This is an optimization exercise on Yosys and OpenROAD, whose aim is small area, not a production implementation. In this exercise RTL edits were held to simulation tests only and were not proved equivalent to the original. No activity file was given, so power comes from the tool's default toggle rates.

## red
==> flow/design.v <==
module VectorDiv(
  input          clock,
  input          reset,
  input  [191:0] io_instr,
  input  [17:0]  io_vlmul,
  output [131:0] io_bundles,
  output [5:0]   io_valid,
  output [2:0]   io_strIndex
);
  reg         stateReg;    
  reg [16:0]  slotReg [0:5];
  reg [5:0]   validReg;
  reg         add6Reg;     
  reg         add1Reg;     
  reg         add7Reg;     
  reg [5:2]   addIReg;     
  wire [5:0] isV;
  wire [16:0] rawF [0:5];
  genvar g;
  generate
    for (g = 0; g < 6; g = g + 1) begin : dec
      wire [31:0] in = io_instr[32*g +: 32];
      assign isV[g] = in[6:0] == 7'h57 && in[14:12] == 3'h0 && in[31:26] == 6'h0;
      assign rawF[g] = {1'b1, in[19:15], in[24:20], in[11:7], in[25]};
    end
  endgenerate
  wire [2:0] vl0 = io_vlmul[2:0];
  wire is2 = vl0 == 3'h1;
  wire is4 = vl0 == 3'h2;
  wire is8 = vl0 == 3'h3;
  wire is1 = ~(is2 | is4 | is8);
  wire [5:1] ic;
  generate
    for (g = 1; g < 6; g = g + 1) begin : cx
      assign ic[g] = io_vlmul[3*g+2] == 1'b0 && io_vlmul[3*g +: 2] != 2'b00;
    end
  endgenerate
  wire [5:0] none_;
  assign none_[0] = 1'b1;
  generate
    for (g = 1; g < 6; g = g + 1) begin : nn
      assign none_[g] = none_[g-1] & ~ic[g];
    end
  endgenerate
  wire zeroOff = stateReg & ~is8 & none_[5];
  reg [2:0] nUop;
  reg       ok;
  always @(*) begin
    if (~stateReg) begin
      nUop = is8 ? 3'd6 : is4 ? 3'd4 : is2 ? 3'd2 : 3'd1;
      ok   = 1'b1;
    end else if (zeroOff) begin
      nUop = 3'd1;
      ok   = 1'b1;
    end else begin
      nUop = is8 ? 3'd2 : is4 ? 3'd6 : is2 ? 3'd4 : 3'd3;
      ok   = is8 | (is4 & ic[1]) | (is2 & ~none_[3]) | (is1 & ~none_[4]);
    end
  end
  wire [4:1] useN;
  assign useN[1] = ok & (nUop == 3'd1);
  assign useN[2] = ok & (nUop == 3'd2);
  assign useN[3] = ok & (nUop == 3'd3);
  assign useN[4] = ok & (nUop == 3'd4);
  reg [5:0]  takeS;
  reg [5:0]  nextValid;
  reg [16:0] nextSlot [0:5];
  reg        sel;
  integer i, m;
  always @(*) begin
    for (i = 0; i < 6; i = i + 1) begin
      takeS[i] = 1'b0;
      nextSlot[i] = 17'h0;
      for (m = 0; m < 5; m = m + 1)
        if (i - m >= 1 && i - m <= 4) begin
          sel = useN[i - m] & none_[m + 1];
          takeS[i] = takeS[i] | sel;
          nextSlot[i] = nextSlot[i] | ({17{sel & isV[m + 1]}} & rawF[m + 1]);
        end
      if (~stateReg || i < 2)
        nextSlot[i] = nextSlot[i] | ({17{~takeS[i] & isV[0]}} & rawF[0]);
      else
        nextSlot[i] = nextSlot[i] | ({17{~takeS[i]}} & slotReg[i]);
      nextValid[i] = ok & ((i < nUop) | takeS[i]);
    end
  end
  always @(posedge clock) begin
    if (reset)
      stateReg <= 1'b0;
    else
      stateReg <= ~stateReg & is8;
    for (i = 0; i < 6; i = i + 1)
      slotReg[i] <= nextSlot[i];
    validReg <= nextValid;
    add6Reg <= stateReg & isV[0];
    add1Reg <= ~takeS[1] & isV[0];
    add7Reg <= stateReg & ~takeS[1] & isV[0];
    for (i = 2; i < 6; i = i + 1)
      if (takeS[i])
        addIReg[i] <= 1'b0;
      else if (~stateReg)
        addIReg[i] <= isV[0];
  end
  wire [2:0] addv [0:5];
  assign addv[0] = {add6Reg, add6Reg, 1'b0};
  assign addv[1] = {add7Reg, add7Reg, add1Reg};
  generate
    for (g = 2; g < 6; g = g + 1) begin : av
      assign addv[g] = addIReg[g] ? g : 3'd0;
    end
    for (g = 0; g < 6; g = g + 1) begin : ob
      wire [16:0] s = slotReg[g];
      wire [4:0] a = s[15:11] + addv[g];
      wire [4:0] b = s[10:6] + addv[g];
      wire [4:0] d = s[5:1] + addv[g];
      assign io_bundles[22*g +: 22] = {s[16], a, b, d, s[0], s[5:1]};
    end
  endgenerate
  assign io_valid = validReg;
  assign io_strIndex = ~stateReg ? (is8 ? 3'd0 :
                                    is4 ? (ic[1] ? 3'd1 : ic[2] ? 3'd2 : 3'd3) :
                                    is2 ? (ic[1] ? 3'd1 : ic[2] ? 3'd2 : ic[3] ? 3'd3 : ic[4] ? 3'd4 : 3'd5) :
                                          (ic[1] ? 3'd1 : ic[2] ? 3'd2 : ic[3] ? 3'd3 : ic[4] ? 3'd4 : ic[5] ? 3'd5 : 3'd6))
                                 : (ic[1] ? 3'd1 : ic[2] ? 3'd2 : ic[3] ? 3'd3 : ic[4] ? 3'd4 :
                                    (ic[5] | is8) ? 3'd5 : 3'd6);
endmodule
module VectorDivTop(
  input         clock,
  input         reset,
  input  [31:0] io_instr_0,
  input  [31:0] io_instr_1,
  input  [31:0] io_instr_2,
  input  [31:0] io_instr_3,
  input  [31:0] io_instr_4,
  input  [31:0] io_instr_5,
  input  [2:0]  io_vlmul_0,
  input  [2:0]  io_vlmul_1,
  input  [2:0]  io_vlmul_2,
  input  [2:0]  io_vlmul_3,
  input  [2:0]  io_vlmul_4,
  input  [2:0]  io_vlmul_5,
  output        io_outCtrlSignals_0_vecWen,
  output [4:0]  io_outCtrlSignals_0_lsrc_0,
  output [4:0]  io_outCtrlSignals_0_lsrc_1,
  output [4:0]  io_outCtrlSignals_0_ldest,
  output [5:0]  io_outCtrlSignals_0_imm,
  output        io_valid_0,
  output        io_outCtrlSignals_1_vecWen,
  output [4:0]  io_outCtrlSignals_1_lsrc_0,
  output [4:0]  io_outCtrlSignals_1_lsrc_1,
  output [4:0]  io_outCtrlSignals_1_ldest,
  output [5:0]  io_outCtrlSignals_1_imm,
  output        io_valid_1,
  output        io_outCtrlSignals_2_vecWen,
  output [4:0]  io_outCtrlSignals_2_lsrc_0,
  output [4:0]  io_outCtrlSignals_2_lsrc_1,
  output [4:0]  io_outCtrlSignals_2_ldest,
  output [5:0]  io_outCtrlSignals_2_imm,
  output        io_valid_2,
  output        io_outCtrlSignals_3_vecWen,
  output [4:0]  io_outCtrlSignals_3_lsrc_0,
  output [4:0]  io_outCtrlSignals_3_lsrc_1,
  output [4:0]  io_outCtrlSignals_3_ldest,
  output [5:0]  io_outCtrlSignals_3_imm,
  output        io_valid_3,
  output        io_outCtrlSignals_4_vecWen,
  output [4:0]  io_outCtrlSignals_4_lsrc_0,
  output [4:0]  io_outCtrlSignals_4_lsrc_1,
  output [4:0]  io_outCtrlSignals_4_ldest,
  output [5:0]  io_outCtrlSignals_4_imm,
  output        io_valid_4,
  output        io_outCtrlSignals_5_vecWen,
  output [4:0]  io_outCtrlSignals_5_lsrc_0,
  output [4:0]  io_outCtrlSignals_5_lsrc_1,
  output [4:0]  io_outCtrlSignals_5_ldest,
  output [5:0]  io_outCtrlSignals_5_imm,
  output        io_valid_5,
  output [2:0]  io_strIndex
);
  wire [131:0] bundles;
  wire [5:0]   valids;
  VectorDiv core (
    .clock(clock),
    .reset(reset),
    .io_instr({io_instr_5, io_instr_4, io_instr_3, io_instr_2, io_instr_1, io_instr_0}),
    .io_vlmul({io_vlmul_5, io_vlmul_4, io_vlmul_3, io_vlmul_2, io_vlmul_1, io_vlmul_0}),
    .io_bundles(bundles),
    .io_valid(valids),
    .io_strIndex(io_strIndex)
  );
  assign {io_outCtrlSignals_0_vecWen, io_outCtrlSignals_0_lsrc_0, io_outCtrlSignals_0_lsrc_1,
          io_outCtrlSignals_0_ldest, io_outCtrlSignals_0_imm} = bundles[21:0];
  assign {io_outCtrlSignals_1_vecWen, io_outCtrlSignals_1_lsrc_0, io_outCtrlSignals_1_lsrc_1,
          io_outCtrlSignals_1_ldest, io_outCtrlSignals_1_imm} = bundles[43:22];
  assign {io_outCtrlSignals_2_vecWen, io_outCtrlSignals_2_lsrc_0, io_outCtrlSignals_2_lsrc_1,
          io_outCtrlSignals_2_ldest, io_outCtrlSignals_2_imm} = bundles[65:44];
  assign {io_outCtrlSignals_3_vecWen, io_outCtrlSignals_3_lsrc_0, io_outCtrlSignals_3_lsrc_1,
          io_outCtrlSignals_3_ldest, io_outCtrlSignals_3_imm} = bundles[87:66];
  assign {io_outCtrlSignals_4_vecWen, io_outCtrlSignals_4_lsrc_0, io_outCtrlSignals_4_lsrc_1,
          io_outCtrlSignals_4_ldest, io_outCtrlSignals_4_imm} = bundles[109:88];
  assign {io_outCtrlSignals_5_vecWen, io_outCtrlSignals_5_lsrc_0, io_outCtrlSignals_5_lsrc_1,
          io_outCtrlSignals_5_ldest, io_outCtrlSignals_5_imm} = bundles[131:110];
  assign {io_valid_5, io_valid_4, io_valid_3, io_valid_2, io_valid_1, io_valid_0} = valids;
endmodule
Settings: LEC_CHECK=0, CAP_MARGIN=20, CORE_AREA=5 5 195 195, DIE_AREA=0 0 200 200, SLEW_MARGIN=20; clock period 6.0 ns.
run.sh (not shown) runs the stock make flow with config.mk's settings and CLKGATE_MAP_FILE= SYNTH_SCRIPT=/design/flow/synth_recipe.tcl, a recipe that flattens the netlist after the stock synthesis.
[inputs] green vs red
Settings: a change of DIE_AREA from 0 0 200 200 to 0 0 140 140; a change of CORE_AREA from 5 5 195 195 to 5 5 135 135; an added CTS_BUF_LIST of sky130_fd_sc_hd__clkbuf_4 sky130_fd_sc_hd__clkbuf_8.
==> flow/flow/run.sh (new file) <==
#!/bin/bash
# Standard layout, with plain buf_1 cells as the port buffers.
set -euo pipefail
export BUFFER_PORTS_ARGS="-buffer_cell sky130_fd_sc_hd__buf_1"
bash standard.sh > make_finish.log 2>&1
==> flow/standard.sh (new file) <==
#!/bin/bash
# synth_recipe.tcl (not shown) runs the flow's synth.tcl, then flattens the netlist and writes it again
# the make line also repeats each setting of config.mk as NAME=value (left out here)
make -C /OpenROAD-flow-scripts/flow DESIGN_CONFIG=/design/flow/config.mk WORK_HOME=/design/flow/orfs CLKGATE_MAP_FILE= SYNTH_SCRIPT=/design/flow/synth_recipe.tcl "${@:-finish}"
removed: flow/run.sh
==> comparison <==
green completed end to end with timing, DRC and antenna clean.
Density: green denser than red
green vs. red: arrival time at the worst endpoint shrank by 0.76 ns, layout clock buffer count shrank by 2, cell area shrank by about 23%, static leakage shrank by about 22%, headroom to the max-slew limit shrank by 3.9 points.
green — vias after detailed routing 0.62% lower, red as reference
Of the two values seen for uppermost metal layer occupied by signal nets, met5 was produced by red and met4 by green.

---

amber:
Starts from the design.v that is shown in full above.
==> flow/config.mk <==
export PLATFORM = sky130hd
export DESIGN_NAME = VectorDivTop
export DESIGN_NICKNAME = VectorDivTop
export VERILOG_FILES = /design/flow/design.v
export SDC_FILE = /design/flow/constraint.sdc
export NUM_CORES = 4
export LEC_CHECK = 0
export CAP_MARGIN = 20
export CORE_AREA = 5 5 195 195
export CTS_BUF_LIST = sky130_fd_sc_hd__clkbuf_8
export CTS_CLUSTER_DIAMETER = 100
export CTS_CLUSTER_SIZE = 30
export DIE_AREA = 0 0 200 200
export SLEW_MARGIN = 20
==> flow/constraint.sdc <==
create_clock -name core_clock -period 6.0 [get_ports {clock}]
set_input_delay 1.2000 -clock core_clock [delete_from_list [all_inputs] [get_ports {clock}]]
set_output_delay 1.2000 -clock core_clock [all_outputs]
set_load 0.01 [all_outputs]
standard.sh (not shown) runs the stock make flow with config.mk's settings and CLKGATE_MAP_FILE= SYNTH_SCRIPT=/design/flow/synth_recipe.tcl, a recipe that flattens the netlist after the stock synthesis.
==> flow/flow/run.sh <==
#!/bin/bash
# Standard layout with three changes:
#  - after the standard synthesis, the combinational logic is re-mapped by ABC for area
#    (the flip-flops are kept; the result is checked against the standard netlist and
#    dropped if the check fails);
#  - the port buffers are plain buf_1 cells;
#  - clock tree synthesis adds no dummy loads.
set -euo pipefail
W=$(pwd)
R=$W/orfs/results/$FLOW_PLATFORM/VectorDivTop/base
YOSYS=$FLOW_HOME/../tools/install/yosys/bin/yosys
LIB=$FLOW_HOME/platforms/sky130hd/lib/sky130_fd_sc_hd__tt_025C_1v80.lib
export BUFFER_PORTS_ARGS="-buffer_cell sky130_fd_sc_hd__buf_1"
export CTS_ARGS="-sink_clustering_enable -repair_clock_nets -sink_clustering_size 30 -sink_clustering_max_diameter 100 -buf_list sky130_fd_sc_hd__clkbuf_8 -dont_use_dummy_load"

bash standard.sh synth > make_synth.log 2>&1
cp "$R/1_2_yosys.v" "$W/synth_standard.v"

sub() { sed -e "s#@LIB@#$LIB#g; s#@TOP@#$FLOW_TOP#g; s#@IN@#$W/synth_standard.v#g; s#@OUT@#$W/synth_reopt.v#g; s#@ABC@#$W/flow/reopt.abc#g; s#@GOLD@#$W/synth_standard.v#g; s#@GATE@#$W/synth_reopt.v#g" "$1" > "$2"; }
sub flow/reopt.ys reopt.ys
sub flow/equiv.ys equiv.ys
if "$YOSYS" -s reopt.ys > yosys_reopt.log 2>&1 && "$YOSYS" -s equiv.ys > yosys_equiv.log 2>&1; then
  echo "re-mapped netlist used" > reopt_status.txt
  cp "$W/synth_reopt.v" "$R/1_2_yosys.v"
else
  echo "re-mapped netlist dropped" > reopt_status.txt
fi

bash standard.sh > make_finish.log 2>&1
Other scripts of this flow, unchanged in this note and not shown: flow/flow/equiv.ys, flow/flow/reopt.abc, flow/flow/reopt.ys
#### Input delta (lagoon over amber)
-- flow/flow/run.sh --
<<< amber, line 2
# Standard layout with three changes:
>>> lagoon, line 2
# Standard layout with two changes:
<<< amber, line 6
#  - the port buffers are plain buf_1 cells;
#  - clock tree synthesis adds no dummy loads.
>>> lagoon, line 6
#  - the port buffers are plain buf_1 cells.
<<< amber, line 14
export CTS_ARGS="-sink_clustering_enable -repair_clock_nets -sink_clustering_size 30 -sink_clustering_max_diameter 100 -buf_list sky130_fd_sc_hd__clkbuf_8 -dont_use_dummy_load"
>>> lagoon, line 13
==> comparison <==
- ~same hold violation total from the final report in lagoon and amber
- From amber to lagoon the numbers moved as follows: first-pass GRT wire length increased by 0.34% relative to the old numbers; area enclosed by the die boundary ~0 delta.
- lagoon vs. amber: final-layout worst hold slack grew by 0.0035 ns, power density normalized to cell area higher.
For juniper, these inputs were changed with respect to lagoon:
-- flow/flow/run.sh --
<<< lagoon, line 6
#  - the port buffers are plain buf_1 cells.
>>> juniper, line 6
#  - the port buffers are plain buf_1 cells;
#  - clock tree synthesis adds no dummy loads.
<<< lagoon, line 13
>>> juniper, line 14
export CTS_ARGS="-sink_clustering_enable -repair_clock_nets -sink_clustering_size 30 -sink_clustering_max_diameter 100 -buf_list sky130_fd_sc_hd__clkbuf_8 -dont_use_dummy_load"
### Flow results
- io_vlmul_1[0] as the critical path startpoint was reported by juniper, and io_vlmul_0[0] by lagoon.
- The run with more routed wire is lagoon, not juniper.
- juniper finished end to end and its layout was clean on timing, DRC and antenna.
- Reported for lagoon and juniper, non-clock buffer count turned out identical to the last digit.
- lagoon has higher cell area than juniper.
- For juniper, the library cell contributing the largest single delay on the critical path was sky130_fd_sc_hd__clkinv_1, unlike lagoon, where it was sky130_fd_sc_hd__or4b_1.
#### Input delta (pepper over juniper)
Settings: CTS_CLUSTER_SIZE: 30 -> unset; CTS_CLUSTER_DIAMETER: 100 -> unset; CTS_BUF_LIST: sky130_fd_sc_hd__clkbuf_8 -> sky130_fd_sc_hd__clkbuf_4 sky130_fd_sc_hd__clkbuf_8.
-- flow/flow/run.sh --
<<< juniper, line 6
#  - the port buffers are plain buf_1 cells;
#  - clock tree synthesis adds no dummy loads.
>>> pepper, line 6
#  - the port buffers are plain buf_1 cells.
<<< juniper, line 14
export CTS_ARGS="-sink_clustering_enable -repair_clock_nets -sink_clustering_size 30 -sink_clustering_max_diameter 100 -buf_list sky130_fd_sc_hd__clkbuf_8 -dont_use_dummy_load"
>>> pepper, line 13
==> comparison <==
[compare] base=juniper new=pepper: hold slack went up, total power shows an increase of about 13%, routed wire length rose about 0.6%.
Cell area ended up about 1.8% higher on pepper than on juniper.
Compared with juniper, in pepper portion of total power attributed to combinational logic has decreased, utilization saw an increase.

[re-timing with driven ports]
Ports are ideal in the flow. The routed layouts listed here were re-timed in OpenROAD. Step 1, drivers: a clkbuf_16 drives clock and a buf_2 each remaining input, both assumed. Step 2 moves the port delays by t, midway between the first and last clock arrival at a register: inputs arrive t later, outputs are due t later. That takes back most of the time a late clock gives input paths. Three values: no drivers, after step 1, after step 2; two values: the first two.
run	t, ns	setup WS [ns]	hold slack, ns	clock arrival spread, ns	pins driven straight from the clock port
red	0.460	1.210 / 1.179 / 1.179	0.559 / 0.559 / 0.559	0.018 / 0.018	1
green	0.476	1.968 / 1.936 / 1.936	0.555 / 0.555 / 0.555	0.016 / 0.015	1
amber	0.469	1.628 / 1.645 / 1.176	0.514 / 0.514 / 0.514	0.028 / 0.028	1
lagoon	0.475	1.700 / 1.652 / 1.254	0.518 / 0.518 / 0.518	0.017 / 0.017	1
juniper	0.469	1.628 / 1.645 / 1.176	0.514 / 0.514 / 0.514	0.028 / 0.028	1
pepper	0.479	1.717 / 1.670 / 1.252	0.518 / 0.518 / 0.518	0.018 / 0.018	1
After both steps every run listed still meets setup and hold. For pepper, which loses most, drivers alone change the setup slack by -0.047 ns; drivers and shift together by -0.465 ns.
